Background: an optimization exercise with open tools, aiming at small area. Do not read the settings as production practice. In this exercise RTL edits were held to simulation tests only and were not proved equivalent to the original. The clock cells of runs 2 to 6 come from the design's own scripts or RTL, not from TritonCTS. The clock port is modelled as an ideal driver, which makes a skipped or thinned clock tree look cheaper than it is; a real chip needs a root buffer or a tree. No activity file was given, so power comes from the tool's default toggle rates.

`design/flow/config.mk`:
```
export PLATFORM = sky130hd
export DESIGN_NAME = dino_game
export DESIGN_NICKNAME = dino_game
export VERILOG_FILES = /design/flow/design.v
export SDC_FILE = /design/flow/constraint.sdc
export NUM_CORES = 4
export LEC_CHECK = 0
export ABC_AREA = 1
export CAP_MARGIN = 0
export CORE_MARGIN = 2
export CORE_UTILIZATION = 40
export SLEW_MARGIN = 0
```
`design/flow/constraint.sdc`:
```
create_clock -name core_clock -period 10.0 [get_ports {clk}]
set_input_delay 2.0000 -clock core_clock [delete_from_list [all_inputs] [get_ports {clk}]]
set_output_delay 2.0000 -clock core_clock [all_outputs]
set_load 0.01 [all_outputs]
```
`design/flow/design.v`:
```
module dino_game
	(
		input        clk,
		input        resetn,
		input        go,
		input        jump,
		output [7:0] x,
		output [6:0] y,
		output [2:0] colour,
		output       plot
	);
	localparam S_START = 3'b000,
	           S_WAIT  = 3'b001,    
	           S_JUMP  = 3'b010,    
	           S_CHG   = 3'b011,    
	           S_DS    = 3'b100,    
	           S_DC    = 3'b101,    
	           S_DRAW  = 3'b110,
	           S_ERASE = 3'b111;
	reg [2:0]  state;
	reg        is_jump;
	reg [4:0]  L;         
	reg [11:0] U;         
	reg [6:0]  yb;        
	reg        dir;       
	wire drawing = (state == S_DS) | (state == S_DC) | (state == S_DRAW);
	wire finish  = (state == S_DRAW) & U[11] & U[10] & U[5] & U[4] & U[2] & U[0];
	always @(posedge clk) begin
		if (!resetn)
			state <= S_START;
		else case (state)
			S_START: state <= go ? S_START : S_WAIT;
			S_WAIT:  state <= go ? S_DS : S_WAIT;
			S_DS:    state <= S_DRAW;
			S_DC:    state <= S_DRAW;
			S_DRAW:  state <= finish ? S_JUMP : S_DRAW;
			S_JUMP:  state <= is_jump ? S_ERASE : S_JUMP;
			S_ERASE: state <= (&L) ? S_CHG : S_ERASE;
			default: state <= S_DC;
		endcase
	end
	always @(posedge clk) begin
		if (!resetn)
			is_jump <= 1'b0;
		else if (!jump)
			is_jump <= 1'b1;
	end
	always @(posedge clk) begin
		if (!resetn)
			L <= 5'd0;
		else if (state[2])
			L <= L + 1'b1;
	end
	always @(posedge clk) begin
		if (!drawing || finish)
			U <= 12'd0;
		else if (&L)
			U <= U + 1'b1;
	end
	reg [4:0] px;
	reg [3:0] dy;
	always @(*) begin
		case (L)
			5'd0:  begin px = 16; dy = 3;  end
			5'd1:  begin px = 15; dy = 6;  end
			5'd2:  begin px = 14; dy = 6;  end
			5'd3:  begin px = 13; dy = 6;  end
			5'd4:  begin px = 16; dy = 6;  end
			5'd5:  begin px = 17; dy = 6;  end
			5'd6:  begin px = 15; dy = 7;  end
			5'd7:  begin px = 15; dy = 8;  end
			5'd8:  begin px = 15; dy = 5;  end
			5'd9:  begin px = 15; dy = 4;  end
			5'd10: begin px = 14; dy = 9;  end
			5'd11: begin px = 16; dy = 9;  end
			5'd12: begin px = 17; dy = 10; end
			5'd13: begin px = 13; dy = 10; end
			5'd14: begin px = 18; dy = 11; end
			5'd15: begin px = 12; dy = 11; end
			default: begin
				px = 5'd13 + L[3:2];
				dy = {2'b00, L[1:0]};
			end
		endcase
	end
	reg [6:0] A;
	always @(*) begin
		if (state == S_CHG)
			A = dir ? 7'd1 : 7'd127;
		else if (state == S_DC)
			A = dir ? 7'd2 : 7'd4;
		else
			A = {3'b000, dy};
	end
	wire [6:0] row = yb + A;
	always @(posedge clk) begin
		if (!resetn) begin
			yb  <= 7'd94;
			dir <= 1'b0;
		end else begin
			if (state == S_CHG)
				yb <= row;
			if (yb[6] & yb[5] & yb[2])                 
				dir <= 1'b0;
			else if (!yb[6] & !yb[3] & !yb[0])         
				dir <= 1'b1;
		end
	end
	wire blank = (state == S_DS);
	assign x = {3'b000, px[4] & !blank, px[3:0]};
	assign y = blank ? 7'd0 : row;
	assign colour = {3{(state == S_DRAW) | ((state == S_ERASE) & (L == 5'd1))}};
	assign plot = state[2];
endmodule
```
`design/flow/flow/run.sh`:
```
#!/bin/bash
# Own layout flow:
#  1. the standard synthesis (standard.sh synth), unchanged;
#  2. the combinational logic between the registers is re-mapped by ABC for
#     area, from several random seeds; registers keep their cells and names.
#     Each candidate is proved equivalent to the standard netlist (registers
#     paired by name) and the smallest is kept;
#  3. the standard ORFS layout from floorplan on, with buf_1 port buffers and
#     a clock tree of clkbuf_4 without dummy loads.
set -euo pipefail
W=$PWD
F=$W/flow
R=$W/orfs/results/$FLOW_PLATFORM/dino_game/base
LIB=$FLOW_HOME/platforms/$FLOW_PLATFORM/lib/sky130_fd_sc_hd__tt_025C_1v80.lib
YOSYS=$FLOW_HOME/../tools/install/yosys/bin/yosys
[ -x "$YOSYS" ] || YOSYS=yosys

# 1. standard synthesis
bash standard.sh synth > $W/log_synth.log 2>&1
cp $R/1_2_yosys.v $W/std.v

# 2. re-map
python3 $F/cutff.py $W/std.v $W/std_cut.v
best=""; bestarea=""
run_seed() {
  local s=$1
  printf 'strash\n&get -n\n&deepsyn -T 20 -S %s\n&put\ndch -f\namap\ntopo\n' $s > $W/seed$s.abc
  sed -e "s#@LIB@#$LIB#g" -e "s#@IN@#$W/std.v#g" -e "s#@OUT@#$W/reopt$s.v#g" \
      -e "s#@ABC@#$W/seed$s.abc#g" $F/reopt.ys > $W/reopt$s.ys
  $YOSYS -s $W/reopt$s.ys > $W/log_reopt$s.log 2>&1 || return 0
  # equivalence with the standard netlist, registers cut and paired by name
  python3 $F/cutff.py $W/reopt$s.v $W/reopt${s}_cut.v
  cat > $W/eq$s.ys <<EOS
read_liberty -ignore_miss_func $LIB
read_verilog $W/std_cut.v
rename dino_game gold
read_verilog $W/reopt${s}_cut.v
rename dino_game gate
hierarchy -check
flatten
opt_clean
miter -equiv -flatten gold gate miter
hierarchy -top miter
sat -verify -prove trigger 0 miter
EOS
  if $YOSYS -s $W/eq$s.ys > $W/log_eq$s.log 2>&1; then
    grep -m1 "Chip area" $W/log_reopt$s.log | awk -v s=$s '{print $NF, s}' >> $W/reopt_areas.txt
  fi
}
: > $W/reopt_areas.txt
for s in 1 2 3 4; do run_seed $s & done; wait
for s in 5 6 7 8; do run_seed $s & done; wait
if [ -s $W/reopt_areas.txt ]; then
  s=$(sort -n $W/reopt_areas.txt | head -1 | awk '{print $2}')
  echo "using seed $s: $(sort -n $W/reopt_areas.txt | head -1)" > $W/reopt_choice.txt
  cp $W/reopt$s.v $R/1_2_yosys.v
  rm -f $R/1_synth.odb $R/1_synth.sdc
else
  echo "no re-mapped netlist passed; standard netlist kept" > $W/reopt_choice.txt
fi

# 3. layout
export BUFFER_PORTS_ARGS="-buffer_cell sky130_fd_sc_hd__buf_1"
export CTS_ARGS="-sink_clustering_enable -repair_clock_nets -sink_clustering_size 30 -sink_clustering_max_diameter 500 -buf_list sky130_fd_sc_hd__clkbuf_4 -dont_use_dummy_load"
bash standard.sh > $W/log_layout.log 2>&1
```
`design/flow/flow/cutff.py`:
```
import re, sys
# cutff.py in.v out.v : turn each dfxtp/edfxtp flop into a module input (Q) and output (D/DE)
src = open(sys.argv[1]).read()
inst = re.compile(r'\n\s*(sky130_fd_sc_hd__e?dfxtp_\d)\s+(\\\S+|\w+)\s*\((.*?)\);', re.S)
ports, body = [], []
n = [0]
def repl(m):
    name = m.group(2)
    key = re.sub(r'\W', '_', name.lstrip('\\'))
    conns = dict(re.findall(r'\.(\w+)\(\s*(.*?)\s*\)\s*(?:,|$)', m.group(3).strip(), re.S))
    out = []
    for pin, net in conns.items():
        if pin == 'CLK': continue
        if pin == 'Q':
            ports.append(('input', 'q_' + key)); out.append(f'  assign {net} = q_{key};')
        else:
            ports.append(('output', f'{pin.lower()}_{key}')); out.append(f'  assign {pin.lower()}_{key} = {net};')
    return '\n' + '\n'.join(out)
src = inst.sub(repl, src)
m = re.search(r'module\s+dino_game\s*\((.*?)\);', src, re.S)
plist = m.group(1) + ''.join(', ' + p for _, p in sorted(ports, key=lambda t: t[1]))
decl = ''.join(f'\n  {d} {p};' for d, p in sorted(ports, key=lambda t: t[1]))
src = src[:m.start()] + f'module dino_game({plist});{decl}' + src[m.end():]
open(sys.argv[2], 'w').write(src)
```
`design/flow/flow/reopt.ys`:
```
read_liberty -ignore_miss_func @LIB@
read_verilog @IN@
hierarchy -top dino_game
setattr -mod -set keep_hierarchy 1 sky130_fd_sc_hd__dfxtp_1 sky130_fd_sc_hd__dfxtp_2 sky130_fd_sc_hd__dfxtp_4 sky130_fd_sc_hd__edfxtp_1
flatten
opt_clean -purge
abc -liberty @LIB@ -dont_use sky130_fd_sc_hd__probe_p_8 -dont_use sky130_fd_sc_hd__probec_p_8 -dont_use sky130_fd_sc_hd__lpflow_* -script @ABC@
opt_clean -purge
hilomap -singleton -hicell sky130_fd_sc_hd__conb_1 HI -locell sky130_fd_sc_hd__conb_1 LO
splitnets
opt_clean -purge
stat -liberty @LIB@
select dino_game
write_verilog -selected -noattr -nohex -nodec @OUT@
```
`design/flow/standard.sh`:
```
#!/bin/bash
# synth_recipe.tcl (not shown) runs the flow's synth.tcl, then flattens the netlist and writes it again
# the make line also repeats each setting of config.mk as NAME=value (left out here)
make -C /OpenROAD-flow-scripts/flow DESIGN_CONFIG=/design/flow/config.mk WORK_HOME=/design/flow/orfs CLKGATE_MAP_FILE= SYNTH_SCRIPT=/design/flow/synth_recipe.tcl "${@:-finish}"
```
==> out/results.env, run 1 <==
STATUS='complete, no violations'
POST_PLACE_CELL_AREA_UM2=1540
HOLD_FIX_BUFFERS_CTS=0
GRT_MAX_DEGREE=14
TRITONCTS='yes'
HPWL_UM=2340
CRIT_PATH_END_KIND='primary output'
GROUTE.USAGE.OVERALL_PCT=16.6
INITIAL_UTILIZATION_PCT=42.0
GRT_ANTENNA_BEFORE_REPAIR=0
CRIT_PATH_MAX_FANOUT=7
FINAL_MAX_SLEW_VIOL_COUNT=0
WIRELENGTH_UM=3010
SYNTH_WARN=1
AREA.GROWTH.SYNTH_TO_FINAL_PCT=13.0
WORST-SETUP-PATH-TYPE='flop to primary output'
PIN_COUNT=23
POSTSYNTHAREAPERCELL_UM2=7.04
TRITONCTS_SINKS=29
DRT_FIRST_PASS_ITERS=4
PLACEMENTROWS=21
FILLERINSTANCES=363
POWER.LEAKAGE_nW=0.515
POST-ROUTE-PERIOD-UTIL_PCT=54.7
REGTOREGSETUPSLACK_PS=6910
CLOCK_INSERTION_DELAY_WORST_SKEW_PS=320
POWER_PER_CELL_AREA_nW_PER_UM2=154
AVERAGE_WIRE_PER_STANDARD_CELL_UM=11.1
GRT_PASS1_VIAS=1181
SLEW_HEADROOM_PCT=61.7
DRV.MAX_CAP_VIOLATION_COUNT=0
WORST_MARGIN_PIN_SLEW_PS=573
DETAILEDPLACE.WORSTSLACK_PS=4900
DETAIL_ROUTE.VIAS_PER_CELL=4.99
FLOORPLAN.CORE_AREA_UM2=3340
VDD_IR_DROP_MAX_V=0.0000825
CTS_SETUP_BUFFERS=0
CTS_ROOT_BUFFER='sky130_fd_sc_hd__clkbuf_4'
PLACE.PORT_BUFFERS=19
FIN_SKEW_PS=16.2
FINAL_WEIGHTED_CONGESTION_OF_ROUTABILITY_DRIVEN_GLOBAL_PLACEMENT=0.821
CLKSLEWWORSTSETUPHOLDPATHS_PS=70
FLOORPLAN.DIE.HEIGHT_UM=63.2
RSZ_0062_RAISED_AFTER_GLOBAL_ROUTING='false'
SETUP-TNS-FINAL_PS=0
ANT_NETS=0
GLOBAL_ROUTE.OVERFLOW_TOTAL=0
FIRST_PASS_GRT_WIRE_LENGTH_UM=5230
DRC=0
CTS.PATH.MAX_BUFFERS=2
HOLD_PATH.CLASS='flop to flop'
PERIOD_NEEDED_PS=5470
FINAL_NETS=232
CP-START-KIND='flop'
HTREE_NUM_LEVELS=2
FP.DIEW_UM=63.2
FINAL_STD_CELL_AREA_NO_FILL_UM2=1580
SYNTH.CELL_AREA_UM2=1400
DR_TOTAL_VIAS=1358
TIMING.HOLD.WS_PS=455
CP.REQUIRED_PS=8000
FP.DIEAREA_UM2=3990
FIRST_ITER_VIOLATIONS=32
CTSRESIZECOUNT=0
FINALSETUPVIOLATIONS=0
CELLS_AFTER_SYNTHESIS=199
FINAL_LAYOUT_SIZE_SUFFIX_GT1_SHARE_PCT=2.65
CTS_MADE_BUFFERS=5
INSERTEDDIODECOUNT=0
FINALHOLDVIOLCOUNT=0
LAYOUT_SETUP_WS_PS=4530
FMAX_MHz=183
SIGNAL_ARRIVAL_TIME_AT_THE_WORST_ENDPOINT_PS=3470
## through the flow
stage	utilization, %	total power, W	instances
after global routing	47.4	0.000263	272
after detailed placement	46.3	0.000190	267
final	47.4	0.000244	272
after floorplan	-	0.000171	201
after CTS	47.4	0.000248	272
after global placement	46.3	0.000190	267
## cell usage in the layout (no fill, tap or decap), drive strengths merged
master and n:
o21a 2, o211ai 1, clkinv 25, conb 3, nand3 2, nor2b 4
o32ai 1, nor3b 2, nand2 16, a21oi 16, buf 20, o22a 2
nor2 44, or3 1, nor3 15, a32oi 1, and3 2, a211oi 7
nand4 1, clkbuf 5, o221a 1, and2 2, o21ai 14, a31oi 4
dfxtp 29, o22ai 6
## area by class of cell
| class | instances | area, um2 | share of cell area [%] |
|---|---|---|---|
| clock buffers | 5 | 37.5 | 2.37 |
| inverters | 25 | 93.8 | 5.93 |
| multi-input cells | 147 | 733 | 46.4 |
| flip-flops and latches | 29 | 581 | 36.7 |
| well taps | 46 | 57.6 | 3.64 |
| repair buffers | 20 | 78.8 | 4.98 |
## power breakdown
group	switching, W	total (W)	leakage (nW)	internal [W]
clock	0.0000338	0.0000572	0.0230	0.0000234
combinational	0.0000409	0.0000644	0.257	0.0000235
sequential	0.00000361	0.000122	0.235	0.000119
## critical path: stages (launching register included)
cell                       delay, ps
sky130_fd_sc_hd__dfxtp_1         370
sky130_fd_sc_hd__nor2_1          250
sky130_fd_sc_hd__clkinv_1        130
sky130_fd_sc_hd__nor3_1          290
sky130_fd_sc_hd__nor3_1          100
sky130_fd_sc_hd__o32ai_1         440
sky130_fd_sc_hd__nand2_1          90
sky130_fd_sc_hd__o21ai_0         110
sky130_fd_sc_hd__nor2_1           90
sky130_fd_sc_hd__a21oi_1         180
sky130_fd_sc_hd__nand2_1         120
sky130_fd_sc_hd__o21a_1          130
sky130_fd_sc_hd__nand2_1          70
sky130_fd_sc_hd__nand3_1          90
sky130_fd_sc_hd__nor2_1          130
sky130_fd_sc_hd__o22ai_1         100
sky130_fd_sc_hd__a21oi_1         190
sky130_fd_sc_hd__nor2b_1         140
sky130_fd_sc_hd__buf_1           150
## flip-flops by register name, indices dropped and copies added (netlist names)
name / flops
U: 12
yb: 7
L: 5
state: 3
dir: 1
is_jump: 1
## worst paths after layout
path | from | end | depth (start not counted)
max | L[1]$_SDFFE_PN0P_ | y[6] | 18
min | is_jump$_SDFFE_PN0N_ | is_jump$_SDFFE_PN0N_ | 2
max reg2reg | L[1]$_SDFFE_PN0P_ | yb[6]$_SDFFE_PN1N_ | 18
min reg2reg | is_jump$_SDFFE_PN0N_ | is_jump$_SDFFE_PN0N_ | 2
## metal layers
layer	share of wire, %	global-route usage, %	wire length, um	up-vias
met5	0	0	0	-
met3	4.3	5.71	129	2
met1	51	21.5	1540	587
li1	-	-	-	745
met4	0.63	6.11	19	0
met2	44	25.7	1320	24
==> inputs of run 2 (changes only) <==
--- a/design/flow/flow/run.sh
+++ b/design/flow/flow/run.sh
@@ -6,7 +6,8 @@
 #     Each candidate is proved equivalent to the standard netlist (registers
 #     paired by name) and the smallest is kept;
 #  3. the standard ORFS layout from floorplan on, with buf_1 port buffers and
-#     a clock tree of clkbuf_4 without dummy loads.
+#     the clock tree made by clock_tree.tcl: two clkbuf_8 fed by the clock
+#     port, each driving half of the flip-flops.
 set -euo pipefail
 W=$PWD
 F=$W/flow
@@ -61,5 +62,5 @@
 
 # 3. layout
 export BUFFER_PORTS_ARGS="-buffer_cell sky130_fd_sc_hd__buf_1"
-export CTS_ARGS="-sink_clustering_enable -repair_clock_nets -sink_clustering_size 30 -sink_clustering_max_diameter 500 -buf_list sky130_fd_sc_hd__clkbuf_4 -dont_use_dummy_load"
+export PRE_CTS_TCL=$F/clock_tree.tcl
 bash standard.sh > $W/log_layout.log 2>&1
==> design/flow/flow/clock_tree.tcl (new file) <==
# PRE_CTS_TCL hook: the clock tree is built here instead of by
# clock_tree_synthesis. The clock port drives nb leaf buffers of one type,
# each driving an equal share of the flip-flops (cut into runs by x), placed at
# the centre of its flip-flops; detailed placement then legalises them. All
# flip-flops are one buffer from the port, so their clock arrivals match.
set block [ord::get_db_block]
set db [ord::get_db]
set nb 2
set master [$db findMaster sky130_fd_sc_hd__clkbuf_8]
set clknet [$block findNet clk]
set sinks {}
foreach it [$clknet getITerms] {
  set i [$it getInst]
  set b [$i getBBox]
  lappend sinks [list $it [expr {([$b xMin] + [$b xMax]) / 2.0}] [expr {([$b yMin] + [$b yMax]) / 2.0}]]
}
# balanced groups: flip-flops sorted by x, cut into nb equal runs
set sorted [lsort -real -index 1 $sinks]
set n [llength $sorted]
set sinks {}
set assign {}
set cx [lrepeat $nb 0.0]; set cy [lrepeat $nb 0.0]; set sc [lrepeat $nb 0]
set idx 0
foreach s $sorted {
  set k [expr {int($idx * $nb / $n)}]
  lappend sinks $s; lappend assign $k
  lset cx $k [expr {[lindex $cx $k] + [lindex $s 1]}]
  lset cy $k [expr {[lindex $cy $k] + [lindex $s 2]}]
  lset sc $k [expr {[lindex $sc $k] + 1}]
  incr idx
}
for {set k 0} {$k < $nb} {incr k} {
  lset cx $k [expr {[lindex $cx $k] / [lindex $sc $k]}]
  lset cy $k [expr {[lindex $cy $k] / [lindex $sc $k]}]
}
for {set k 0} {$k < $nb} {incr k} {
  set net [odb::dbNet_create $block clknet_leaf_$k]
  $net setSigType CLOCK
  set inst [odb::dbInst_create $block $master clkbuf_leaf_$k]
  [$inst findITerm A] connect $clknet
  [$inst findITerm X] connect $net
  $inst setLocation [expr {int([lindex $cx $k])}] [expr {int([lindex $cy $k])}]
  $inst setPlacementStatus PLACED
  lappend nets $net
}
foreach s $sinks a $assign {
  set it [lindex $s 0]
  $it disconnect
  $it connect [lindex $nets $a]
}
puts "manual clock buffers: $nb x [$master getName], sinks per buffer: $sc"

set_propagated_clock [all_clocks]
# the tree is built: make cts.tcl's call of clock_tree_synthesis a no-op
rename clock_tree_synthesis cts_clock_tree_synthesis_unused
proc clock_tree_synthesis { args } {
  puts "clock_tree_synthesis skipped: the clock tree was built by the PRE_CTS_TCL hook"
}
--- a/design/flow/config.mk
+++ b/design/flow/config.mk
@@ -6,7 +6,7 @@
 export NUM_CORES = 4
 export LEC_CHECK = 0
 export ABC_AREA = 1
-export CAP_MARGIN = 0
+export CAP_MARGIN = 20
 export CORE_MARGIN = 2
 export CORE_UTILIZATION = 40
-export SLEW_MARGIN = 0
+export SLEW_MARGIN = 20
==> run 2 against run 1 <==
Compared with the run above:
- hold slack better by 0.81 ps
- power down 3.8%
- setup slack gained 130 ps
- synthesized area unchanged
- sequential cell count unchanged
- critical endpoint unchanged
- still clean on timing, DRC and antenna
- final cell count fell by 1.1%
- maximum frequency rose by 2.4%
- largest cell class unchanged
==> out/results.env, run 2 <==
STATUS='complete, no violations'
LAYOUT.CELLS.NON_FILLER=269  # -1.1%
CTSRESIZECOUNT=0  # unchanged
CP-START-KIND='flop'
RR_STARTPOINT='L[1]$_SDFFE_PN0P_'
FMAX_MHz=187  # +2.4%
DP.CELLS=267  # unchanged
HOLD_PATH.CLASS='flop to flop'
POST-ROUTE-PERIOD-UTIL_PCT=53.4  # -1.3 points
LAYOUT_SETUP_WS_PS=4660  # +126 ps
GROUTE.USAGE.OVERALL_PCT=15.4  # -1.3 points
SWITCHING_SHARE_PCT=31.5  # -0.60 points
GRT_ANTENNA_BEFORE_REPAIR=0  # unchanged
SYNTH.CELL_AREA_UM2=1400  # unchanged
SEQUENTIAL_CELL_AREA_UM2=581  # unchanged
PERIOD_NEEDED_PS=5350  # -126 ps
INITIAL_UTILIZATION_PCT=42.0  # unchanged
FINAL_MAX_SLEW_VIOL_COUNT=0  # unchanged
TIMING.CRITICAL_PATH.FROM='L[1]$_SDFFE_PN0P_'
FLOORPLAN.DIE.HEIGHT_UM=63.2  # unchanged
LARGEST_REGISTER_FFS=12  # unchanged
CRIT_PATH_END_KIND='primary output'
DRT_FIRST_PASS_ITERS=4  # unchanged
FILLERINSTANCES=363  # unchanged
LAYOUT.CELLS.MOST_COMMON='sky130_fd_sc_hd__nor2_1'
CLOCK_INSERTION_DELAY_WORST_SKEW_PS=150  # -170 ps
DETAIL_ROUTE.VIAS_PER_CELL=4.99  # -0.15%
P_CLK_SHARE_PCT=20.4  # -3.0 points
SLEW_HEADROOM_PCT=62.3  # +0.66 points
TOP_REGISTER='U'
RSZ_0062_RAISED_AFTER_GLOBAL_ROUTING='false'
FP.DIEW_UM=63.2  # unchanged
GLOBAL_ROUTE.OVERFLOW_TOTAL=0  # unchanged
DETAILEDPLACE.WORSTSLACK_PS=4900  # unchanged
FLOORPLAN.CORE_AREA_UM2=3340  # unchanged
POWER.INTERNAL_W=0.000161  # -3.0%
HOLD_FIX_BUFFERS_CTS=0  # unchanged
INSERTEDDIODECOUNT=0  # unchanged
FP.DIEAREA_UM2=3990  # unchanged
FINAL_LAYOUT_SIZE_SUFFIX_GT1_SHARE_PCT=1.35  # -1.3 points
CELLS_AFTER_SYNTHESIS=199  # unchanged
GRT_MAX_DEGREE=16  # +2
HPWL_UM=2340  # unchanged
BIGGESTREGSBYFLOPS='U (12), yb (7), L (5)'
FINAL_WEIGHTED_CONGESTION_OF_ROUTABILITY_DRIVEN_GLOBAL_PLACEMENT=0.821  # unchanged
TIMING.HOLD.WS_PS=456  # +0.809 ps
VDD_IR_DROP_MAX_V=0.000115  # +40%
DR_TOTAL_VIAS=1341  # -1.3%
PIN_COUNT=23  # unchanged
AREA.GROWTH.SYNTH_TO_FINAL_PCT=12.2
CP.REQUIRED_PS=8000  # about the same
FIRST_PASS_GRT_WIRE_LENGTH_UM=5230  # unchanged
SETUP-TNS-FINAL_PS=0  # unchanged
CRIT_PATH_MAX_FANOUT=7  # unchanged
FINALHOLDVIOLCOUNT=0  # unchanged
POSTSYNTHAREAPERCELL_UM2=7.04  # unchanged
PLACE.PORT_BUFFERS=19  # unchanged
SYNTH_WARN=1  # unchanged
POWER.LEAKAGE_nW=0.506  # -1.7%
PWR-SHARE-COMB_PCT=27.5  # +1.1 points
GRT_PASS1_VIAS=1184  # +0.25%
TOTAL_POWER_OF_THE_FINAL_LAYOUT_W=0.000234  # -3.8%
MULTI_INPUT_COMB_AREA_UM2=733  # unchanged
CTS_SETUP_BUFFERS=0  # unchanged
AVERAGE_WIRE_PER_STANDARD_CELL_UM=11.1  # +0.61%
WIRELENGTH_UM=2990  # -0.50%
FINAL_NETS=229  # -1.3%
WORST-SETUP-PATH-TYPE='flop to primary output'
WORST_MARGIN_PIN_SLEW_PS=563  # -9.90 ps
POWER_PER_CELL_AREA_nW_PER_UM2=149  # -3.2%
NETSWITCHINGPOWER_W=0.0000739  # -5.6%
LAYOUT.CELLS.MOST_COMMON_LIST='44 x sky130_fd_sc_hd__nor2_1, 29 x sky130_fd_sc_hd__dfxtp_1, 25 x sky130_fd_sc_hd__clkinv_1'
DRC=0  # unchanged
SEQPWRFRAC_PCT=52.2  # +2.1 points
ANT_NETS=0  # unchanged
PLACEMENTROWS=21  # unchanged
CLKSLEWWORSTSETUPHOLDPATHS_PS=90  # +20 ps
SIGNAL_ARRIVAL_TIME_AT_THE_WORST_ENDPOINT_PS=3350  # -120 ps
CRITICAL_HOLD_PATH_STARTPOINT='is_jump$_SDFFE_PN0N_'
DRV.MAX_CAP_VIOLATION_COUNT=0  # unchanged
FINALSETUPVIOLATIONS=0  # unchanged
FIRST_ITER_VIOLATIONS=44  # +38%
FIN_SKEW_PS=5.00  # -11.2 ps
## run 2: final timing paths
check | to | slack, ps | cells past startpoint
setup reg to reg | yb[6]$_SDFFE_PN1N_ | 6880 | 18
setup / recovery | y[6] | 4660 | 18
hold reg to reg | is_jump$_SDFFE_PN0N_ | 460 | 2
hold / removal | is_jump$_SDFFE_PN0N_ | 460 | 2
## run 2: routing by layer
| layer | share of wire (%) | vias up | wire length, um | track usage, % |
|---|---|---|---|---|
| met5 | 0 | - | 0 | 0 |
| met4 | 0.53 | 0 | 16 | 1.11 |
| met3 | 3.8 | 2 | 115 | 1.25 |
| met2 | 44 | 22 | 1310 | 27.0 |
| met1 | 52 | 581 | 1550 | 21.4 |
| li1 | - | 736 | - | - |
## run 2: layout make-up
class | instances | area share (%)
Timing Repair Buffer | 20 | 5.02
Sequential cell | 29 | 36.9
Tap cell | 46 | 3.66
Inverter | 25 | 5.97
Multi-Input combinational cell | 147 | 46.7
Buffer | 2 | 1.75
## run 2: power groups by stage
stage / sequential, W / clock (W) / combinational, W
finish: 0.000122 / 0.0000478 / 0.0000644
global route: 0.000123 / 0.0000555 / 0.0000729
CTS: 0.000122 / 0.0000505 / 0.0000650
detailed placement: 0.000125 / 0 / 0.0000647
global placement: 0.000125 / 0 / 0.0000649
floorplan: 0.000124 / 0 / 0.0000470
## run 2: stage by stage
| stage | util [%] | cell area [um2] |
|---|---|---|
| after CTS | 47.1 | 1570 |
| after detailed placement | 46.3 | 1540 |
| after global routing | 47.1 | 1570 |
| final | 47.1 | 1570 |
| after floorplan | - | 1410 |
| after global placement | 46.3 | 1540 |
## run 2: critical path, cell delays in order, from the launching register on
cell	delay [ps]
sky130_fd_sc_hd__dfxtp_1	380
sky130_fd_sc_hd__nor2_1	250
sky130_fd_sc_hd__clkinv_1	130
sky130_fd_sc_hd__nor3_1	300
sky130_fd_sc_hd__nor3_1	100
sky130_fd_sc_hd__o32ai_1	440
sky130_fd_sc_hd__nand2_1	90
sky130_fd_sc_hd__o21ai_0	110
sky130_fd_sc_hd__nor2_1	100
sky130_fd_sc_hd__a21oi_1	180
sky130_fd_sc_hd__nand2_1	120
sky130_fd_sc_hd__o21a_1	130
sky130_fd_sc_hd__nand2_1	70
sky130_fd_sc_hd__nand3_1	90
sky130_fd_sc_hd__nor2_1	130
sky130_fd_sc_hd__o22ai_1	100
sky130_fd_sc_hd__a21oi_1	180
sky130_fd_sc_hd__nor2b_1	140
sky130_fd_sc_hd__buf_1	150
==> inputs of run 3 (changes only) <==
--- a/design/flow/design.v
+++ b/design/flow/design.v
@@ -24,7 +24,7 @@
 	reg [6:0]  yb;        
 	reg        dir;       
 	wire drawing = (state == S_DS) | (state == S_DC) | (state == S_DRAW);
-	wire finish  = (state == S_DRAW) & U[11] & U[10] & U[5] & U[4] & U[2] & U[0];
+	wire finish  = ((U & 12'd3805) == 12'd1620);
 	always @(posedge clk) begin
 		if (!resetn)
 			state <= S_START;
@@ -55,7 +55,7 @@
 		if (!drawing || finish)
 			U <= 12'd0;
 		else if (&L)
-			U <= U + 1'b1;
+			U <= {U[10:0], ~(U[11] ^ U[10])};
 	end
 	reg [4:0] px;
 	reg [3:0] dy;
==> run 3 against run 2 <==
Compared with the run above:
- synthesized cell count shrank 5.5%
- cell area fell by 2.7%
- setup slack worse by 220 ps
- clock skew is 7.0 ps higher
- still clean
- synthesized area is 2.5% lower
- sequential share of layout area increased by 1.0 points
- hold slack lost 1.4 ps
- sequential power is 5% higher
- maximum frequency shrank 3.9%
==> out/results.env, run 3 <==
DETAIL_ROUTE.VIAS_PER_CELL=5.32  # +6.6%
POWER_PER_CELL_AREA_nW_PER_UM2=195  # +31%
WORST_MARGIN_PIN_SLEW_PS=851  # +288 ps
FMAX_MHz=180  # -3.9%
LAYOUT.CELLS.MOST_COMMON_LIST='33 x sky130_fd_sc_hd__clkinv_1, 31 x sky130_fd_sc_hd__nor2_1, 29 x sky130_fd_sc_hd__dfxtp_1'
SEQPWRFRAC_PCT=42.8  # -9.4 points
FINAL_WEIGHTED_CONGESTION_OF_ROUTABILITY_DRIVEN_GLOBAL_PLACEMENT=0.866  # +5.5%
FINALHOLDVIOLCOUNT=0  # unchanged
PWR-SHARE-COMB_PCT=41.1  # +14 points
FIN_SKEW_PS=12.0  # +7.03 ps
PERIOD_NEEDED_PS=5560  # +216 ps
TOP_REGISTER='U'
FINAL_MAX_SLEW_VIOL_COUNT=0  # unchanged
VDD_IR_DROP_MAX_V=0.000114  # -1.4%
P_CLK_SHARE_PCT=16.1  # -4.3 points
PIN_COUNT=23  # unchanged
GRT_MAX_DEGREE=16  # unchanged
INITIAL_UTILIZATION_PCT=41.2  # -0.73 points
ANT_NETS=0  # unchanged
DRT_FIRST_PASS_ITERS=4  # unchanged
PLACEMENTROWS=21  # unchanged
CLOCK_INSERTION_DELAY_WORST_SKEW_PS=150  # about the same
GRT_PASS1_VIAS=1200  # +1.4%
SYNTH.CELL_AREA_UM2=1370  # -2.5%
DRC=0  # unchanged
DR_TOTAL_VIAS=1366  # +1.9%
CP-START-KIND='flop'
SETUP-TNS-FINAL_PS=0  # unchanged
POST-ROUTE-PERIOD-UTIL_PCT=55.6  # +2.2 points
CLKSLEWWORSTSETUPHOLDPATHS_PS=80  # about the same
FLOORPLAN.DIE.HEIGHT_UM=62.4  # -1.2%
BIGGESTREGSBYFLOPS='U (12), yb (7), L (5)'
LAYOUT.CELLS.MOST_COMMON='sky130_fd_sc_hd__clkinv_1'
HOLD_FIX_BUFFERS_CTS=0  # unchanged
FIN_UTIL_PCT=46.2  # -0.91 points
SIGNAL_ARRIVAL_TIME_AT_THE_WORST_ENDPOINT_PS=3560  # +210 ps
FINAL_LAYOUT_SIZE_SUFFIX_GT1_SHARE_PCT=0.948  # -0.40 points
FLOORPLAN.CORE_AREA_UM2=3310  # -0.79%
INSERTEDDIODECOUNT=0  # unchanged
FIRST_ITER_VIOLATIONS=51  # +16%
WIRELENGTH_UM=3060  # +2.2%
POWER.LEAKAGE_nW=0.495  # -2.2%
AVERAGE_WIRE_PER_STANDARD_CELL_UM=11.9  # +7.0%
CRIT_PATH_MAX_FANOUT=7  # unchanged
GLOBAL_ROUTE.OVERFLOW_TOTAL=0  # unchanged
FINAL_NETS=217  # -5.2%
AREA.GROWTH.SYNTH_TO_FINAL_PCT=12.0
GRT_ANTENNA_BEFORE_REPAIR=0  # unchanged
FIRST_PASS_GRT_WIRE_LENGTH_UM=5120  # -2.1%
WORST-SETUP-PATH-TYPE='flop to primary output'
SYNTH_WARN=1  # unchanged
FP.DIEW_UM=62.4  # -1.2%
POWER.INTERNAL_W=0.000182  # +13%
FINALSETUPVIOLATIONS=0  # unchanged
POSTSYNTHAREAPERCELL_UM2=7.26  # +3.2%
DRV.MAX_CAP_VIOLATION_COUNT=0  # unchanged
STATUS='complete, no violations'
LARGEST_REGISTER_FFS=12  # unchanged
HPWL_UM=2390  # +2.3%
PLACE.PORT_BUFFERS=19  # unchanged
GROUTE.USAGE.OVERALL_PCT=15.3  # -0.11 points
SWITCHING_SHARE_PCT=38.9  # +7.4 points
NETSWITCHINGPOWER_W=0.000116  # +57%
CRIT_PATH_END_KIND='primary output'
HOLD_PATH.CLASS='flop to flop'
SLEW_HEADROOM_PCT=43.1  # -19 points
TOTAL_POWER_OF_THE_FINAL_LAYOUT_W=0.000298  # +27%
RSZ_0062_RAISED_AFTER_GLOBAL_ROUTING='false'
MULTI_INPUT_COMB_AREA_UM2=668  # -8.9%
CTSRESIZECOUNT=0  # unchanged
CP.REQUIRED_PS=8000  # about the same
FP.DIEAREA_UM2=3900  # -2.3%
CELLS_AFTER_SYNTHESIS=188  # -5.5%
CTS_SETUP_BUFFERS=0  # unchanged
SEQUENTIAL_CELL_AREA_UM2=581  # unchanged
FILLERINSTANCES=374  # +3.0%
==> run 3: worst paths after layout <==
kind	from	endpoint	slack, ps	cells after the start
min reg2reg	is_jump$_SDFFE_PN0N_	is_jump$_SDFFE_PN0N_	450	2
min	is_jump$_SDFFE_PN0N_	is_jump$_SDFFE_PN0N_	450	2
max	L[1]$_SDFFE_PN0P_	y[6]	4440	21
max reg2reg	L[1]$_SDFFE_PN0P_	yb[6]$_SDFFE_PN1P_	6570	20
==> run 3: area by class of cell <==
class                           count  area share, %
Tap cell                           46           3.76
Sequential cell                    29           38.0
Timing Repair Buffer               19           4.66
Buffer                              2           1.80
Multi-Input combinational cell    128           43.7
Inverter                           33           8.10
==> run 3: worst max-delay path, stage by stage (launching register included) <==
cell and delay (ps):
sky130_fd_sc_hd__dfxtp_1 450, sky130_fd_sc_hd__clkinv_1 160, sky130_fd_sc_hd__nor2b_1 220, sky130_fd_sc_hd__nand2_1 160
sky130_fd_sc_hd__o21ai_0 190, sky130_fd_sc_hd__a21oi_1 90, sky130_fd_sc_hd__a211oi_1 260, sky130_fd_sc_hd__nand2_1 110
sky130_fd_sc_hd__o21a_1 120, sky130_fd_sc_hd__nand2_1 80, sky130_fd_sc_hd__nand2_1 70, sky130_fd_sc_hd__nor2_1 140
sky130_fd_sc_hd__a21oi_1 90, sky130_fd_sc_hd__o21ai_0 270, sky130_fd_sc_hd__nor2_1 100, sky130_fd_sc_hd__o21ai_0 200
sky130_fd_sc_hd__nor2_1 80, sky130_fd_sc_hd__o22ai_1 170, sky130_fd_sc_hd__nor2_1 60, sky130_fd_sc_hd__a21oi_1 160
sky130_fd_sc_hd__nor2_1 70, sky130_fd_sc_hd__buf_1 140
==> run 3: power groups by stage <==
stage | clock [W] | sequential [W] | combinational [W]
6_report | 0.0000480 | 0.000128 | 0.000122
5_1_grt | 0.0000546 | 0.000129 | 0.000137
4_1_cts | 0.0000496 | 0.000128 | 0.000123
3_5_place_dp | 0 | 0.000130 | 0.000123
3_3_place_gp | 0 | 0.000130 | 0.000120
2_1_floorplan | 0 | 0.000129 | 0.0000893
==> run 3: layer usage <==
| metal | GRT usage (%) | routed length (um) | up-vias |
|---|---|---|---|
| li1 | - | - | 712 |
| met1 | 20.1 | 1440 | 624 |
| met2 | 28.5 | 1460 | 28 |
| met3 | 1.08 | 136 | 2 |
| met4 | 0.833 | 22 | 0 |
| met5 | 0 | 0 | - |
==> run 3: stage by stage <==
step / setup WS [ps] / instances / hold slack [ps] / area (um2)
after floorplan: 5240 / 190 / 421 / 1370
after global placement: 4810 / 255 / 434 / 1500
after detailed placement: 4650 / 255 / 446 / 1500
after CTS: 4450 / 257 / 459 / 1530
after global routing: 3940 / 257 / 479 / 1530
final: 4440 / 257 / 454 / 1530
==> inputs of run 4 (changes only) <==
--- a/design/flow/design.v
+++ b/design/flow/design.v
@@ -21,7 +21,7 @@
 	reg        is_jump;
 	reg [4:0]  L;         
 	reg [11:0] U;         
-	reg [6:0]  yb;        
+	reg [5:0]  yb;        
 	reg        dir;       
 	wire drawing = (state == S_DS) | (state == S_DC) | (state == S_DRAW);
 	wire finish  = ((U & 12'd3805) == 12'd1620);
@@ -83,32 +83,34 @@
 			end
 		endcase
 	end
-	reg [6:0] A;
+	reg [5:0] A;
 	always @(*) begin
 		if (state == S_CHG)
-			A = dir ? 7'd1 : 7'd127;
+			A = dir ? 6'd1 : 6'd63;
 		else if (state == S_DC)
-			A = dir ? 7'd2 : 7'd4;
+			A = dir ? 6'd53 : 6'd55;
+		else if (state == S_DS)
+			A = 6'd21;
 		else
-			A = {3'b000, dy};
+			A = 6'd51 + {2'b00, dy};
 	end
-	wire [6:0] row = yb + A;
+	wire [6:0] row = {1'b0, yb} + {1'b0, A};
 	always @(posedge clk) begin
 		if (!resetn) begin
-			yb  <= 7'd94;
+			yb  <= 6'd43;
 			dir <= 1'b0;
 		end else begin
 			if (state == S_CHG)
-				yb <= row;
-			if (yb[6] & yb[5] & yb[2])                 
+				yb <= row[5:0];
+			if (yb[0] & yb[4] & yb[5])         
 				dir <= 1'b0;
-			else if (!yb[6] & !yb[3] & !yb[0])         
+			else if (!yb[2] & !yb[3] & !yb[4] & !yb[5])         
 				dir <= 1'b1;
 		end
 	end
 	wire blank = (state == S_DS);
 	assign x = {3'b000, px[4] & !blank, px[3:0]};
-	assign y = blank ? 7'd0 : row;
+	assign y = {row[6] & !blank, row[5:0]};
 	assign colour = {3{(state == S_DRAW) | ((state == S_ERASE) & (L == 5'd1))}};
 	assign plot = state[2];
 endmodule
==> run 4 against run 3 <==
Compared with the run above:
- combinational power up 48%
- setup slack better by 3.4 ps
- wire length decreased by 3.2%
- synthesized area shrank 2.8%
- still clean on timing, DRC and antenna
- register-to-register slack worse by 70 ps
- critical path type unchanged
- highest routed layer unchanged
- largest power group is now combinational logic
- utilization increased by 1.8 points
- clock power is 0.8% lower
- via count shrank 1.1%
==> out/results.env, run 4 <==
LAYOUT.CELLS.NON_FILLER=252  # -1.9%
HPWL_UM=2340  # -2.3%
CTS_SETUP_BUFFERS=0  # unchanged
GRT_PASS1_VIAS=1212  # +1.0%
LARGEST_REGISTER_FFS=12  # unchanged
FLOORPLAN.DIE.HEIGHT_UM=61.6  # -1.3%
CRIT_PATH_END_KIND='primary output'
HIGHEST_CELL_DELAY_ON_THE_WORST_TIMING_PATH_PS=380  # -70 ps
FILLERINSTANCES=334  # -11%
RSZ_0062_RAISED_AFTER_GLOBAL_ROUTING='false'
CLOCK_INSERTION_DELAY_WORST_SKEW_PS=150  # about the same
WORST_PATH_BUFFER_PLUS_INVERTER_COUNT=3  # +1
REGTOREGSETUPSLACK_PS=6500  # -70 ps
FIN_SKEW_PS=6.10  # -5.93 ps
CELLS_AFTER_SYNTHESIS=185  # -1.6%
PLACEMENTROWS=20  # -4.8%
CLKSLEWWORSTSETUPHOLDPATHS_PS=90  # about the same
LAYOUT.CELLS.MOST_COMMON_LIST='34 x sky130_fd_sc_hd__nor2_1, 32 x sky130_fd_sc_hd__clkinv_1, 28 x sky130_fd_sc_hd__dfxtp_1'
POSTSYNTHAREAPERCELL_UM2=7.17  # -1.3%
SWITCHING_SHARE_PCT=43.6  # +4.7 points
DP.CELLS=250  # -2.0%
AVERAGE_WIRE_PER_STANDARD_CELL_UM=11.7  # -1.3%
TOP_DELAY_FAMILY_ON_CRIT_PATH='compound AO/OA/AOI/OAI gates'
SEQUENTIAL_CELL_AREA_UM2=561  # -3.4%
FINAL_NETS=214  # -1.4%
FIRST_ITER_VIOLATIONS=55  # +7.8%
FP.DIEW_UM=61.6  # -1.3%
CRIT_PATH_MAX_FANOUT=5  # -2
BIGGESTREGSBYFLOPS='U (12), yb (6), L (5)'
P_CLK_SHARE_PCT=13.4  # -2.7 points
GLOBAL_ROUTE.OVERFLOW_TOTAL=0  # unchanged
WORST-SETUP-PATH-TYPE='flop to primary output'
FIN_UTIL_PCT=47.9  # +1.8 points
GRT_ANTENNA_BEFORE_REPAIR=0  # unchanged
WIRELENGTH_UM=2960  # -3.2%
SLEW_HEADROOM_PCT=61.8  # +19 points
DRC=0  # unchanged
TOP_REGISTER='U'
DR_TOTAL_VIAS=1351  # -1.1%
FINALSETUPVIOLATIONS=0  # unchanged
INITIAL_UTILIZATION_PCT=42.7  # +1.5 points
HOLD_FIX_BUFFERS_CTS=0  # unchanged
POST-ROUTE-PERIOD-UTIL_PCT=55.6  # about the same
CRIT_PATH_TOP_DELAY_CELL='sky130_fd_sc_hd__dfxtp_1'
STATUS='complete, no violations'
DRV.MAX_CAP_VIOLATION_COUNT=0  # unchanged
MULTI_INPUT_COMB_AREA_UM2=653  # -2.2%
FMAX_MHz=180  # about the same
PWR-SHARE-COMB_PCT=50.9  # +9.8 points
PERIOD_NEEDED_PS=5560  # -3.41 ps
GROUTE.USAGE.OVERALL_PCT=17.0  # +1.7 points
CP-START-KIND='flop'
PIN_COUNT=23  # unchanged
AREA.GROWTH.SYNTH_TO_FINAL_PCT=12.2
POWER_PER_CELL_AREA_nW_PER_UM2=238  # +22%
FIRST_PASS_GRT_WIRE_LENGTH_UM=5070  # -0.94%
CP.REQUIRED_PS=8000  # about the same
LAYOUT.CELLS.MOST_COMMON='sky130_fd_sc_hd__nor2_1'
DETAIL_ROUTE.VIAS_PER_CELL=5.36  # +0.86%
GRT_MAX_DEGREE=15  # -1
POWER.LEAKAGE_nW=0.497  # +0.46%
NETSWITCHINGPOWER_W=0.000155  # +33%
FP.DIEAREA_UM2=3790  # -2.7%
PLACE.PORT_BUFFERS=19  # unchanged
POWER.INTERNAL_W=0.000200  # +9.7%
CTSRESIZECOUNT=0  # unchanged
INSERTEDDIODECOUNT=0  # unchanged
FINAL_MAX_SLEW_VIOL_COUNT=0  # unchanged
WORST_MARGIN_PIN_SLEW_PS=569  # -282 ps
ANT_NETS=0  # unchanged
FLOORPLAN.CORE_AREA_UM2=3100  # -6.3%
SYNTH.CELL_AREA_UM2=1330  # -2.8%
HOLD_PATH.CLASS='flop to flop'
FINAL_WEIGHTED_CONGESTION_OF_ROUTABILITY_DRIVEN_GLOBAL_PLACEMENT=0.899  # +3.7%
FINAL_LAYOUT_SIZE_SUFFIX_GT1_SHARE_PCT=0.962  # +0.014 points
SIGNAL_ARRIVAL_TIME_AT_THE_WORST_ENDPOINT_PS=3560  # about the same
SEQPWRFRAC_PCT=35.7  # -7.1 points
FINALHOLDVIOLCOUNT=0  # unchanged
CRITICAL_PATH.CELL_CHAIN='clkinv_1, nor2_1, nand2_1, o21ai_0, clkinv_1, o221ai_1, nor2b_1, nor2_1, a21oi_1, a21oi_1, nor2_1, a21oi_1, a21oi_1, nand2_1, a21oi_1, o22ai_1, nor2_1, a21o_1, buf_1'
SYNTH_WARN=1  # unchanged
CRITICAL-PATH-TOP-CELL-BY-COUNT='sky130_fd_sc_hd__a21oi_1'
VDD_IR_DROP_MAX_V=0.000116  # +1.9%
DRT_FIRST_PASS_ITERS=4  # unchanged
SETUP-TNS-FINAL_PS=0  # unchanged
run 4: final timing paths:
| kind | start | to | cells after the start |
|---|---|---|---|
| max reg2reg | state[1]$_SDFF_PN0_ | yb[5]$_SDFFE_PN1P_ | 19 |
| max | state[1]$_SDFF_PN0_ | y[5] | 19 |
| min reg2reg | is_jump$_SDFFE_PN0N_ | is_jump$_SDFFE_PN0N_ | 2 |
| min | is_jump$_SDFFE_PN0N_ | is_jump$_SDFFE_PN0N_ | 2 |
run 4: worst register-to-register path: stages (launching register included):
cell                       delay [ps]
sky130_fd_sc_hd__dfxtp_1          380
sky130_fd_sc_hd__clkinv_1         150
sky130_fd_sc_hd__nor2_1           250
sky130_fd_sc_hd__nand2_1          150
sky130_fd_sc_hd__o21ai_0          200
sky130_fd_sc_hd__clkinv_1         150
sky130_fd_sc_hd__o221ai_1         110
sky130_fd_sc_hd__nor2b_1          260
sky130_fd_sc_hd__nor2_1            90
sky130_fd_sc_hd__a21oi_1          210
sky130_fd_sc_hd__a21oi_1          130
sky130_fd_sc_hd__nor2_1           160
sky130_fd_sc_hd__a21oi_1           80
sky130_fd_sc_hd__a21oi_1          190
sky130_fd_sc_hd__nand2_1          100
sky130_fd_sc_hd__and3_1           190
sky130_fd_sc_hd__o22ai_1          160
sky130_fd_sc_hd__nor2_1            90
sky130_fd_sc_hd__a21o_1           170
sky130_fd_sc_hd__o22a_1           180
run 4: per-stage QoR:
stage | cell area (um2) | hold WS (ps) | worst slack (ps) | power (W)
2_1_floorplan | 1330 | 425 | 5150 | 0.000260
3_3_place_gp | 1460 | 434 | 4910 | 0.000306
3_5_place_dp | 1460 | 444 | 4640 | 0.000311
4_1_cts | 1490 | 458 | 4450 | 0.000358
5_1_grt | 1490 | 473 | 3840 | 0.000388
6_report | 1490 | 456 | 4440 | 0.000354
run 4: metal layers:
metal	track usage [%]	share of wire [%]	routed length (um)	vias up
met1	19.6	44	1300	618
li1	-	-	-	701
met3	1.47	4.1	121	4
met4	2.43	1.1	34	0
met2	34.0	51	1510	28
met5	0	0	0	-
run 4: cell type report:
cell class	instances	area share, %
inverters	32	8.07
multi-input cells	127	43.9
repair buffers	19	4.79
well taps	44	3.70
plain buffers	2	1.85
flip-flops and latches	28	37.7
run 4: power groups by stage:
stage	Combinational [W]	Sequential (W)	Clock, W
global placement	0.000177	0.000128	0
CTS	0.000182	0.000126	0.0000497
floorplan	0.000133	0.000128	0
global route	0.000207	0.000128	0.0000535
detailed placement	0.000182	0.000129	0
finish	0.000180	0.000127	0.0000476
==> inputs of run 5 (changes only) <==
--- a/design/flow/flow/run.sh
+++ b/design/flow/flow/run.sh
@@ -6,8 +6,8 @@
 #     Each candidate is proved equivalent to the standard netlist (registers
 #     paired by name) and the smallest is kept;
 #  3. the standard ORFS layout from floorplan on, with buf_1 port buffers and
-#     the clock tree made by clock_tree.tcl: two clkbuf_8 fed by the clock
-#     port, each driving half of the flip-flops.
+#     the clock tree made by clock_tree.tcl: three clkbuf_4 fed by the clock
+#     port, each driving a third of the flip-flops.
 set -euo pipefail
 W=$PWD
 F=$W/flow
--- a/design/flow/flow/clock_tree.tcl
+++ b/design/flow/flow/clock_tree.tcl
@@ -5,8 +5,8 @@
 # flip-flops are one buffer from the port, so their clock arrivals match.
 set block [ord::get_db_block]
 set db [ord::get_db]
-set nb 2
-set master [$db findMaster sky130_fd_sc_hd__clkbuf_8]
+set nb 3
+set master [$db findMaster sky130_fd_sc_hd__clkbuf_4]
 set clknet [$block findNet clk]
 set sinks {}
 foreach it [$clknet getITerms] {
==> run 5 against run 4 <==
Compared with the run above:
- sequential cell count unchanged
- combinational power is essentially flat
- largest power group unchanged
- wire length up 0.20%
- clock skew fell by 1.0 ps
- sequential power about the same
- hold slack improved by 0.84 ps
- largest cell class unchanged
- maximum frequency hardly changed
- via count increased by 1.5%
- sequential share of layout area grew 0.13 points
==> out/results.env, run 5 <==
STATUS='complete, no violations'
POSTSYNTHAREAPERCELL_UM2=7.17  # unchanged
POST-ROUTE-PERIOD-UTIL_PCT=55.5  # about the same
PIN_COUNT=23  # unchanged
LAYOUT.CELLS.NON_FILLER=253  # +0.40%
SYNTH_WARN=1  # unchanged
GRT_MAX_DEGREE=13  # -2
CRIT_PATH_MAX_FANOUT=5  # unchanged
POWER_PER_CELL_AREA_nW_PER_UM2=235  # -1.2%
HIGHEST_CELL_DELAY_ON_THE_WORST_TIMING_PATH_PS=390  # about the same
PERIOD_NEEDED_PS=5550  # -2.66 ps
SETUP-TNS-FINAL_PS=0  # unchanged
GROUTE.USAGE.OVERALL_PCT=17.0  # +0.043 points
FINAL_NETS=215  # +0.47%
WORST_MARGIN_PIN_SLEW_PS=577  # +8.50 ps
CLOCK_INSERTION_DELAY_WORST_SKEW_PS=160  # about the same
CELLS_AFTER_SYNTHESIS=185  # unchanged
FINAL_LAYOUT_SIZE_SUFFIX_GT1_SHARE_PCT=1.44  # +0.47 points
FLOORPLAN.DIE.HEIGHT_UM=61.6  # unchanged
FP.DIEAREA_UM2=3790  # unchanged
AVERAGE_WIRE_PER_STANDARD_CELL_UM=11.7  # -0.19%
FINAL_MAX_SLEW_VIOL_COUNT=0  # unchanged
ANT_NETS=0  # unchanged
POWER.LEAKAGE_nW=0.497  # -0.12%
POST_PLACE_CELL_AREA_UM2=1460  # unchanged
PLACE.PORT_BUFFERS=19  # unchanged
INITIAL_UTILIZATION_PCT=42.7  # unchanged
VDD_IR_DROP_MAX_V=0.0000987  # -15%
INSERTEDDIODECOUNT=0  # unchanged
HPWL_UM=2340  # unchanged
LARGEST_REGISTER_FFS=12  # unchanged
BIGGESTREGSBYFLOPS='U (12), yb (6), L (5)'
FINALHOLDVIOLCOUNT=0  # unchanged
FINAL_STD_CELL_AREA_NO_FILL_UM2=1480  # -0.34%
RSZ_0062_RAISED_AFTER_GLOBAL_ROUTING='false'
FINAL_WEIGHTED_CONGESTION_OF_ROUTABILITY_DRIVEN_GLOBAL_PLACEMENT=0.899  # unchanged
WORST-SETUP-PATH-TYPE='flop to primary output'
DR_TOTAL_VIAS=1371  # +1.5%
GRT_PASS1_VIAS=1236  # +2.0%
CRIT_PATH_END_KIND='primary output'
TOP_REGISTER='U'
FMAX_MHz=180  # about the same
CP-START-KIND='flop'
CTS_SETUP_BUFFERS=0  # unchanged
SIGNAL_ARRIVAL_TIME_AT_THE_WORST_ENDPOINT_PS=3550  # about the same
GRT_ANTENNA_BEFORE_REPAIR=0  # unchanged
FIN_SKEW_PS=5.06  # -1.04 ps
FLOORPLAN.CORE_AREA_UM2=3100  # unchanged
LAYOUT.CELLS.MOST_COMMON_LIST='34 x sky130_fd_sc_hd__nor2_1, 32 x sky130_fd_sc_hd__clkinv_1, 28 x sky130_fd_sc_hd__dfxtp_1'
FIRST_PASS_GRT_WIRE_LENGTH_UM=5090  # +0.28%
DRC=0  # unchanged
DRT_FIRST_PASS_ITERS=5  # +1
HOLD_PATH.CLASS='flop to flop'
SLEW_HEADROOM_PCT=61.2  # -0.57 points
CTSRESIZECOUNT=0  # unchanged
CRITICAL_PATH.CELL_CHAIN='clkinv_1, nor2_1, nand2_1, o21ai_0, clkinv_1, o221ai_1, nor2b_1, nor2_1, a21oi_1, a21oi_1, nor2_1, a21oi_1, a21oi_1, nand2_1, a21oi_1, o22ai_1, nor2_1, a21o_1, buf_1'
AREA.GROWTH.SYNTH_TO_FINAL_PCT=11.8
LAYOUT_SETUP_WS_PS=4450  # +2.66 ps
FINALSETUPVIOLATIONS=0  # unchanged
LAYOUT.CELLS.MOST_COMMON='sky130_fd_sc_hd__nor2_1'
DRV.MAX_CAP_VIOLATION_COUNT=0  # unchanged
TOP_DELAY_FAMILY_ON_CRIT_PATH='compound AO/OA/AOI/OAI gates'
DETAILEDPLACE.WORSTSLACK_PS=4640  # unchanged
FP.DIEW_UM=61.6  # unchanged
CP.REQUIRED_PS=8000  # about the same
WIRELENGTH_UM=2970  # +0.20%
SYNTH.CELL_AREA_UM2=1330  # unchanged
PLACEMENTROWS=20  # unchanged
DETAIL_ROUTE.VIAS_PER_CELL=5.42  # +1.1%
FIRST_ITER_VIOLATIONS=42  # -24%
DP.CELLS=250  # unchanged
CLKSLEWWORSTSETUPHOLDPATHS_PS=90  # about the same
WORST_PATH_BUFFER_PLUS_INVERTER_COUNT=3  # unchanged
CRIT_PATH_TOP_DELAY_CELL='sky130_fd_sc_hd__dfxtp_1'
HOLD_FIX_BUFFERS_CTS=0  # unchanged
GLOBAL_ROUTE.OVERFLOW_TOTAL=0  # unchanged
CRITICAL-PATH-TOP-CELL-BY-COUNT='sky130_fd_sc_hd__a21oi_1'
FIN_UTIL_PCT=47.8  # -0.16 points
run 5: per-layer routing:
layer | vias to the layer above | routed length, um | GRT usage (%)
met1 | 631 | 1260 | 19.0
met4 | 0 | 42 | 3.04
li1 | 698 | - | -
met2 | 38 | 1520 | 34.3
met3 | 4 | 138 | 1.89
met5 | - | 0 | 0
run 5: power breakdown:
group          switching [W]  internal, W  leakage [nW]
Clock              0.0000269    0.0000144        0.0138
Sequential        0.00000776     0.000119         0.227
Combinational       0.000119    0.0000625         0.256
Total               0.000153     0.000196         0.497
run 5: metrics by stage:
stage | power, W | hold slack [ps]
3_3_place_gp | 0.000306 | 434
6_report | 0.000349 | 457
3_5_place_dp | 0.000311 | 444
5_1_grt | 0.000383 | 475
4_1_cts | 0.000353 | 459
2_1_floorplan | 0.000260 | 425
run 5: final cells by class:
| cell class | instances | area, um2 |
|---|---|---|
| tap | 44 | 55.1 |
| fill | 337 | 1620 |
| sequential | 28 | 561 |
| timing repair buffer | 19 | 71.3 |
| multi-input combinational | 127 | 653 |
| buffer | 3 | 22.5 |
| inverter | 32 | 120 |
run 5: final timing paths:
kind | startpoint | endpoint | slack, ps | depth (start not counted)
max | state[1]$_SDFF_PN0_ | y[5] | 4450 | 19
min | is_jump$_SDFFE_PN0N_ | is_jump$_SDFFE_PN0N_ | 460 | 2
max reg2reg | state[1]$_SDFF_PN0_ | yb[5]$_SDFFE_PN1P_ | 6510 | 19
min reg2reg | is_jump$_SDFFE_PN0N_ | is_jump$_SDFFE_PN0N_ | 460 | 2
run 5: worst min-delay path, cell delays in order (launching register included):
cell,delay (ps)
sky130_fd_sc_hd__dfxtp_1,330
sky130_fd_sc_hd__clkinv_1,40
sky130_fd_sc_hd__a21oi_1,50
==> inputs of run 6 (changes only) <==
==> design/flow/flow/run.sh (replaced) <==
#!/bin/bash
# Own layout flow:
#  1. the standard synthesis (standard.sh synth), unchanged;
#  2. the combinational logic between the registers is re-mapped by ABC for
#     area by 40 ABC scripts (five pre-passes, eight &deepsyn seeds);
#     registers keep their cells and names.
#     Each candidate is proved equivalent to the standard netlist (registers
#     paired by name) and the smallest is kept;
#  3. the standard ORFS layout from floorplan on, with buf_1 port buffers and
#     the clock tree made by clock_tree.tcl: three clkbuf_4 fed by the clock
#     port, each driving a third of the flip-flops.
set -euo pipefail
W=$PWD
F=$W/flow
R=$W/orfs/results/$FLOW_PLATFORM/dino_game/base
LIB=$FLOW_HOME/platforms/$FLOW_PLATFORM/lib/sky130_fd_sc_hd__tt_025C_1v80.lib
YOSYS=$FLOW_HOME/../tools/install/yosys/bin/yosys
[ -x "$YOSYS" ] || YOSYS=yosys

# 1. standard synthesis
bash standard.sh synth > $W/log_synth.log 2>&1
cp $R/1_2_yosys.v $W/std.v

# 2. re-map
python3 $F/cutff.py $W/std.v $W/std_cut.v
# candidate ABC scripts: a pre-pass (none, dc2, &syn2, &syn3, &dc2) then
# &deepsyn from a seed (stopping after 100 steps without improvement), then
# area mapping
pre_pass() {
  case $1 in
    none) ;;
    dc2) echo 'dc2' ;;
    syn2) printf '&get -n\n&syn2\n&put\n' ;;
    syn3) printf '&get -n\n&syn3\n&put\n' ;;
    gdc2) printf '&get -n\n&dc2\n&put\n' ;;
  esac
}
run_cand() {
  local p=$1 s=$2 c=$1_$2
  { echo strash; pre_pass $p; printf '&get -n\n&deepsyn -J 100 -T 100 -S %s\n&put\ndch -f\namap\ntopo\n' $s; } > $W/cand_$c.abc
  sed -e "s#@LIB@#$LIB#g" -e "s#@IN@#$W/std.v#g" -e "s#@OUT@#$W/cand_$c.v#g" \
      -e "s#@ABC@#$W/cand_$c.abc#g" $F/reopt.ys > $W/cand_$c.ys
  $YOSYS -s $W/cand_$c.ys > $W/log_cand_$c.log 2>&1 || return 0
  # equivalence with the standard netlist, registers cut and paired by name
  python3 $F/cutff.py $W/cand_$c.v $W/cand_${c}_cut.v
  cat > $W/eq_$c.ys <<EOS
read_liberty -ignore_miss_func $LIB
read_verilog $W/std_cut.v
rename dino_game gold
read_verilog $W/cand_${c}_cut.v
rename dino_game gate
hierarchy -check
flatten
opt_clean
miter -equiv -flatten gold gate miter
hierarchy -top miter
sat -verify -prove trigger 0 miter
EOS
  if $YOSYS -s $W/eq_$c.ys > $W/log_eq_$c.log 2>&1; then
    grep -m1 "Chip area" $W/log_cand_$c.log | awk -v c=$c '{print $NF, c}' >> $W/reopt_areas.txt
  fi
}
: > $W/reopt_areas.txt
n=0
for p in none dc2 syn2 syn3 gdc2; do
  for s in 1 2 3 4 5 6 7 8; do
    run_cand $p $s &
    n=$((n + 1))
    if [ $((n % NUM_CORES)) -eq 0 ]; then wait; fi
  done
done
wait
if [ -s $W/reopt_areas.txt ]; then
  c=$(sort -n $W/reopt_areas.txt | head -1 | awk '{print $2}')
  echo "using candidate $c: $(sort -n $W/reopt_areas.txt | head -1)" > $W/reopt_choice.txt
  cp $W/cand_$c.v $R/1_2_yosys.v
  rm -f $R/1_synth.odb $R/1_synth.sdc
else
  echo "no re-mapped netlist passed; standard netlist kept" > $W/reopt_choice.txt
fi

# 3. layout
export BUFFER_PORTS_ARGS="-buffer_cell sky130_fd_sc_hd__buf_1"
export PRE_CTS_TCL=$F/clock_tree.tcl
bash standard.sh > $W/log_layout.log 2>&1
==> run 6 against run 5 <==
Compared with the run above:
- combinational power fell by 59%
- global-route usage rose by 0.87 points
- critical path depth fell by 1
- critical path type unchanged
==> out/results.env, run 6 <==
DRC=0  # unchanged
TIMING.CRITICAL_PATH.FROM='L[4]$_SDFFE_PN0P_'
SYNTH_WARN=1  # unchanged
GRT_PASS1_VIAS=1195  # -3.3%
FP.DIEAREA_UM2=3760  # -0.79%
FLOORPLAN.DIE.HEIGHT_UM=61.3  # -0.40%
LARGEST_REGISTER_FFS=12  # unchanged
PERIOD_NEEDED_PS=5350  # -208 ps
SLEW_HEADROOM_PCT=41.1  # -20 points
CRITICAL_PATH_DEPTH=18  # -1
GROUTE.USAGE.OVERALL_PCT=17.9  # +0.87 points
WORST_MARGIN_PIN_SLEW_PS=879  # +302 ps
LAYOUT.CELLS.MOST_COMMON_LIST='31 x sky130_fd_sc_hd__clkinv_1, 28 x sky130_fd_sc_hd__dfxtp_1, 26 x sky130_fd_sc_hd__nor2_1'
FP.DIEW_UM=61.3  # -0.40%
CRITICAL_PATH.CELL_CHAIN='clkinv_1, a21oi_1, a31oi_1, nor4_1, nor4b_1, a21oi_1, nor2_1, a21oi_1, nand2_1, o21ai_0, nor2_1, a21oi_1, nor2_1, a21oi_1, a21oi_1, nand2_1, o21a_1, buf_1'
WIRELENGTH_UM=3030  # +2.3%
DRT_FIRST_PASS_ITERS=4  # -1
HOLD_PATH.CLASS='flop to flop'
WORST_PATH_BUFFER_PLUS_INVERTER_COUNT=2  # -1
R2R.WORST_PATH.CELLS=17  # -2
STATUS='complete, no violations'
VDD_IR_DROP_MAX_V=0.000122  # +23%
ANT_NETS=0  # unchanged
POST-ROUTE-PERIOD-UTIL_PCT=53.5  # -2.1 points
HIGHEST_CELL_DELAY_ON_THE_WORST_TIMING_PATH_PS=560  # +170 ps
GRT_ANTENNA_BEFORE_REPAIR=0  # unchanged
MULTI_INPUT_COMB_AREA_UM2=646  # -1.1%
CRIT_PATH_END_KIND='primary output'
AVERAGE_WIRE_PER_STANDARD_CELL_UM=12.3  # +5.2%
TOP_DELAY_FAMILY_ON_CRIT_PATH='compound AO/OA/AOI/OAI gates'
CP-START-KIND='flop'
DR_TOTAL_VIAS=1344  # -2.0%
POSTSYNTHAREAPERCELL_UM2=7.39  # +3.1%
DP.CELLS=243  # -2.8%
LAYOUT.CELLS.MOST_COMMON='sky130_fd_sc_hd__clkinv_1'
FIRST_ITER_VIOLATIONS=51  # +21%
FINALHOLDVIOLCOUNT=0  # unchanged
TIMING.RR.END='yb[5]$_SDFFE_PN1P_'
AREA.GROWTH.SYNTH_TO_FINAL_PCT=11.9  # about the same
POWER.LEAKAGE_nW=0.462  # -6.9%
GRT_MAX_DEGREE=13  # unchanged
DRV.MAX_CAP_VIOLATION_COUNT=0  # unchanged
FINAL_STD_CELL_AREA_NO_FILL_UM2=1470  # -0.76%
POWER_PER_CELL_AREA_nW_PER_UM2=160  # -32%
CRIT_PATH_MAX_FANOUT=11  # +6
CRITICAL-PATH-TOP-CELL-BY-COUNT='sky130_fd_sc_hd__a21oi_1'
CLKSLEWWORSTSETUPHOLDPATHS_PS=90  # about the same
SIGNAL_ARRIVAL_TIME_AT_THE_WORST_ENDPOINT_PS=3350  # -200 ps
FMAX_MHz=187  # +3.9%
CTS_SETUP_BUFFERS=0  # unchanged
FLOORPLAN.CORE_AREA_UM2=3080  # -0.81%
FIRST_PASS_GRT_WIRE_LENGTH_UM=5310  # +4.5%
WORST-SETUP-PATH-TYPE='flop to primary output'
INSERTEDDIODECOUNT=0  # unchanged
FINAL_LAYOUT_SIZE_SUFFIX_GT1_SHARE_PCT=1.49  # +0.050 points
POST_PLACE_CELL_AREA_UM2=1450  # -0.77%
FIN_SKEW_PS=1.91  # -3.15 ps
CRIT_PATH_TOP_DELAY_CELL='sky130_fd_sc_hd__dfxtp_1'
RR_STARTPOINT='L[4]$_SDFFE_PN0P_'
FINAL_WEIGHTED_CONGESTION_OF_ROUTABILITY_DRIVEN_GLOBAL_PLACEMENT=0.907  # +0.92%
PLACEMENTROWS=20  # unchanged
LAYOUT.CELLS.NON_FILLER=246  # -2.8%
WORST_SETUP_PATH_ENDPOINT='y[5]'
HPWL_UM=2400  # +2.9%
CP.REQUIRED_PS=8000  # about the same
BIGGESTREGSBYFLOPS='U (12), yb (6), L (5)'
SYNTH.CELL_AREA_UM2=1320  # -0.85%
HOLD_FIX_BUFFERS_CTS=0  # unchanged
RSZ_0062_RAISED_AFTER_GLOBAL_ROUTING='false'
DETAIL_ROUTE.VIAS_PER_CELL=5.46  # +0.82%
PIN_COUNT=23  # unchanged
run 6: worst min-delay path by stage:
stage	end	startpoint	cells after the start	slack, ps
after floorplan	is_jump$_SDFFE_PN0N_	is_jump$_SDFFE_PN0N_	2	430
after global placement	is_jump$_SDFFE_PN0N_	is_jump$_SDFFE_PN0N_	2	440
after detailed placement	is_jump$_SDFFE_PN0N_	is_jump$_SDFFE_PN0N_	2	450
after CTS	is_jump$_SDFFE_PN0N_	is_jump$_SDFFE_PN0N_	2	470
after global routing	U[6]$_SDFFE_PP0P_	U[5]$_SDFFE_PP0P_	2	480
final	is_jump$_SDFFE_PN0N_	is_jump$_SDFFE_PN0N_	2	460
run 6: worst reg2reg max path, stage by stage (launching register included):
cell,delay (ps)
sky130_fd_sc_hd__dfxtp_1,560
sky130_fd_sc_hd__clkinv_1,290
sky130_fd_sc_hd__a21oi_1,250
sky130_fd_sc_hd__a31oi_1,90
sky130_fd_sc_hd__nor4_1,300
sky130_fd_sc_hd__nor4b_1,100
sky130_fd_sc_hd__a21oi_1,220
sky130_fd_sc_hd__nor2_1,60
sky130_fd_sc_hd__a21oi_1,140
sky130_fd_sc_hd__nand2_1,80
sky130_fd_sc_hd__o21ai_0,100
sky130_fd_sc_hd__nor2_1,80
sky130_fd_sc_hd__a21oi_1,160
sky130_fd_sc_hd__nor2_1,80
sky130_fd_sc_hd__a21oi_1,200
sky130_fd_sc_hd__a21oi_1,120
sky130_fd_sc_hd__o21a_1,190
sky130_fd_sc_hd__o22a_1,150
run 6: layout make-up:
cell class	instances	area share, %
plain buffers	3	1.53
repair buffers	19	4.85
well taps	44	3.74
flip-flops and latches	28	38.1
multi-input cells	121	43.9
inverters	31	7.91
run 6: layer usage:
metal | wire length, um | vias up | share of wire, % | track usage (%)
met4 | 47 | 0 | 1.5 | 3.34
li1 | - | 696 | - | -
met3 | 137 | 8 | 4.5 | 1.26
met2 | 1400 | 43 | 46 | 29.0
met5 | 0 | - | 0 | 0
met1 | 1450 | 597 | 48 | 26.5
run 6: where the power goes:
group / internal, W / leakage [nW] / switching [W]
logic: 0.0000255 / 0.222 / 0.0000496
registers: 0.000115 / 0.227 / 0.00000394
clock network: 0.0000144 / 0.0138 / 0.0000267
run 6: metrics by stage:
step                      hold slack [ps]  power, W  setup slack (ps)  util, %
after global routing                  484  0.000255              4100     47.8
after CTS                             467  0.000238              4670     47.8
after detailed placement              453  0.000196              4880     47.1
after global placement                441  0.000196              4880     47.1
final                                 458  0.000235              4650     47.8
after floorplan                       425  0.000175              5410        -

Check on run 6: ideal ports give 4.653 ns setup slack; a clkbuf_16 on the clock port and buf_2 on the inputs give 4.618 ns; moving port delays by the midpoint clock arrival (0.191 ns) as well gives 4.809 ns.
